From an optimization exercise on the open Yosys and OpenROAD flow, aimed at small area and few clock cycles; shortcuts taken in it are not production practice.
RTL that was checked went through simulation tests only; none was proved equivalent to the original.
Power figures rest on the tool's default switching activity, not on a simulated workload.

// nic_output_port_lookup
module nic_output_port_lookup #(
    parameter int unsigned C_M_AXIS_DATA_WIDTH = 512,
    parameter int unsigned C_S_AXIS_DATA_WIDTH = 512,
    parameter int unsigned C_M_AXIS_TUSER_WIDTH = 128,
    parameter int unsigned C_S_AXIS_TUSER_WIDTH = 128,
    parameter int unsigned SRC_PORT_POS = 16,
    parameter int unsigned DST_PORT_POS = 24,
    parameter int unsigned        C_S_AXI_DATA_WIDTH = 32,
    parameter int unsigned        C_S_AXI_ADDR_WIDTH = 12,
    parameter bit          [31:0] C_BASEADDR         = 32'h00000000
) (
    input axis_aclk,
    input axis_resetn,
    output [        C_M_AXIS_DATA_WIDTH - 1:0] m_axis_tdata,
    output [((C_M_AXIS_DATA_WIDTH / 8)) - 1:0] m_axis_tkeep,
    output [         C_M_AXIS_TUSER_WIDTH-1:0] m_axis_tuser,
    output                                     m_axis_tvalid,
    input                                      m_axis_tready,
    output                                     m_axis_tlast,
    input  [        C_S_AXIS_DATA_WIDTH - 1:0] s_axis_tdata,
    input  [((C_S_AXIS_DATA_WIDTH / 8)) - 1:0] s_axis_tkeep,
    input  [         C_S_AXIS_TUSER_WIDTH-1:0] s_axis_tuser,
    input                                      s_axis_tvalid,
    output                                     s_axis_tready,
    input                                      s_axis_tlast,
    input  [  C_S_AXI_ADDR_WIDTH-1 : 0] S_AXI_AWADDR,
    input                               S_AXI_AWVALID,
    input  [  C_S_AXI_DATA_WIDTH-1 : 0] S_AXI_WDATA,
    input  [C_S_AXI_DATA_WIDTH/8-1 : 0] S_AXI_WSTRB,
    input                               S_AXI_WVALID,
    input                               S_AXI_BREADY,
    input  [  C_S_AXI_ADDR_WIDTH-1 : 0] S_AXI_ARADDR,
    input                               S_AXI_ARVALID,
    input                               S_AXI_RREADY,
    output                              S_AXI_ARREADY,
    output [  C_S_AXI_DATA_WIDTH-1 : 0] S_AXI_RDATA,
    output [                     1 : 0] S_AXI_RRESP,
    output                              S_AXI_RVALID,
    output                              S_AXI_WREADY,
    output [                     1 : 0] S_AXI_BRESP,
    output                              S_AXI_BVALID,
    output                              S_AXI_AWREADY
);
Size: about 4700 cells after synthesis, ~1500 I/O pins.
export LEC_CHECK = 0
export CAP_MARGIN = 20
export CORE_AREA = 10 10 690 690
export DIE_AREA = 0 0 700 700
export SLEW_MARGIN = 20
create_clock -name core_clock -period 4.0 [get_ports {axis_aclk}]
standard.sh (not shown) runs the stock make flow with config.mk's settings and CLKGATE_MAP_FILE= SYNTH_SCRIPT=/design/flow/synth_recipe.tcl, a recipe that flattens the netlist after the stock synthesis.
==> flow/flow/run.sh <==
#!/bin/bash
set -euo pipefail
bash standard.sh BUFFER_PORTS_ARGS="-buffer_cell sky130_fd_sc_hd__buf_1" \
  CTS_ARGS="-sink_clustering_enable -repair_clock_nets -dont_use_dummy_load -sink_clustering_size 30 -sink_clustering_max_diameter 90" \
  DIE_AREA="0 0 450 450" CORE_AREA="10 10 440 440" finish > standard.log 2>&1
Testbench counts at the start, summed over its fixed seeds: cycles 25,265.
Next try:
==> flow/flow/run.sh (replaced) <==
#!/bin/bash
set -euo pipefail
bash standard.sh BUFFER_PORTS_ARGS="-buffer_cell sky130_fd_sc_hd__buf_1" \
  CTS_ARGS="-sink_clustering_enable -repair_clock_nets -dont_use_dummy_load -sink_clustering_size 30 -sink_clustering_max_diameter 70" \
  DIE_AREA="0 0 450 450" CORE_AREA="10 10 440 440" finish > standard.log 2>&1
Routed wire length is about the same.
Combinational power barely changes.
Final cell count rises by about 0.5%.
Cell area climbs by 1.2%.
Setup slack loses 0.085 ns.
Synthesized cell count does not change.
Die area does not change.
Next try:
==> flow/flow/run.sh (replaced) <==
#!/bin/bash
set -euo pipefail
bash standard.sh BUFFER_PORTS_ARGS="-buffer_cell sky130_fd_sc_hd__buf_1" \
  CTS_ARGS="-sink_clustering_enable -repair_clock_nets -dont_use_dummy_load -sink_clustering_size 30 -sink_clustering_max_diameter 80" \
  PLACE_DENSITY=0.8 DIE_AREA="0 0 450 450" CORE_AREA="10 10 440 440" finish > standard.log 2>&1
=> Core utilization shrinks by 0.19 points; power shrinks by 1.8%; via count grows by about 0.6%; sequential power barely changes; clock power shrinks by about 6%; combinational power grows by about 7%; critical path depth stays the same; synthesized cell count stays the same; synthesized area stays the same; maximum frequency grows by about 7%.

* * *

Another version of the RTL of nic_output_port_lookup (not shown whole).
Size in the first run: about 1500 I/O pins, about 65000 sq um of cells after synthesis.
clock: 4.0 ns
lec_check: 0
cap_margin: 20
core_area: 10 10 690 690
die_area: 0 0 700 700
slew_margin: 20
==> flow/flow/run.sh <==
#!/bin/bash
set -euo pipefail
bash standard.sh BUFFER_PORTS_ARGS="-buffer_cell sky130_fd_sc_hd__buf_1" \
  CTS_ARGS="-sink_clustering_enable -repair_clock_nets -dont_use_dummy_load -sink_clustering_size 20 -sink_clustering_max_diameter 60" \
  DIE_AREA="0 0 430 430" CORE_AREA="10 10 420 420" SLEW_MARGIN=10 CAP_MARGIN=10 finish > standard.log 2>&1
Change:
==> flow/flow/run.sh (replaced) <==
#!/bin/bash
set -euo pipefail
bash standard.sh BUFFER_PORTS_ARGS="-buffer_cell sky130_fd_sc_hd__buf_1" \
  CTS_ARGS="-sink_clustering_enable -repair_clock_nets -dont_use_dummy_load -sink_clustering_size 30 -sink_clustering_max_diameter 80" \
  DIE_AREA="0 0 450 450" CORE_AREA="10 10 440 440" finish > standard.log 2>&1
The changed run passed the timing, DRC and antenna checks.
Final area fell slightly.
Setup slack improves by 0.027 ns.
Combinational power fell by a little under a tenth.
Final cell count rose by a few percent.
Fmax rose slightly.
Change:
==> flow/flow/run.sh (replaced) <==
#!/bin/bash
set -euo pipefail
bash standard.sh BUFFER_PORTS_ARGS="-buffer_cell sky130_fd_sc_hd__buf_1" \
  CTS_ARGS="-sink_clustering_enable -repair_clock_nets -dont_use_dummy_load -sink_clustering_size 20 -sink_clustering_max_diameter 60" \
  DIE_AREA="0 0 400 400" CORE_AREA="10 10 390 390" SLEW_MARGIN=10 CAP_MARGIN=10 finish > standard.log 2>&1
With this change the flow stopped in 3_2_place_iop with PPL-0024.
Area after synthesis is unchanged.
Synthesized cell count stays the same.
Change:
==> flow/flow/run.sh (replaced) <==
#!/bin/bash
set -euo pipefail
bash standard.sh BUFFER_PORTS_ARGS="-buffer_cell sky130_fd_sc_hd__buf_1" \
  CTS_ARGS="-sink_clustering_enable -repair_clock_nets -dont_use_dummy_load -sink_clustering_size 30 -sink_clustering_max_diameter 60" \
  DIE_AREA="0 0 450 450" CORE_AREA="10 10 440 440" finish > standard.log 2>&1
The new run passed the timing, DRC and antenna checks; synthesized area does not change; synthesized cell count is unchanged.
No run of this note included a check of the RTL's function; only the layout flow was run.

re-timing with driven ports:
The results above use ideal ports. As a check the final layouts listed here were re-extracted and re-timed, cells and wires unchanged. Step 1: set_driving_cell puts a clkbuf_16 on axis_aclk and a buf_2 on each other input, an assumption about the parent block. Step 2 also shifts input and output timing later by t, the mid clock arrival at the registers, as if the neighbouring blocks saw the same clock. Three values: ideal, step 1, step 2; two values: the first two.
run	shift t [ns]	slack for setup (ns)	worst setup path at the end	worst data-port slew with drivers (ns)	pins driven straight from the clock port
the first run of note 1	0.816	0.195 / 0.109 / 0.099	input to register	0.47	1
the second run of note 1	0.840	0.111 / 0.023 / 0.178	input to register	0.44	1
the third run of note 1	0.838	0.361 / 0.268 / 0.327	input to register	0.37	1
the first run of note 2	0.860	0.289 / 0.289 / 0.289	register to register	0.44	1
the second run of note 2	0.844	0.315 / 0.298 / -0.040	input to register	0.39	1
the fourth run of note 2	0.882	0.360 / 0.352 / -0.037	input to register	0.43	1
With both steps, setup timing fails in the second run of note 2 and the fourth run of note 2, where it was met with ideal ports. For the fourth run of note 2, which loses most, drivers alone change the setup slack by -0.008 ns; drivers and shift together by -0.397 ns.
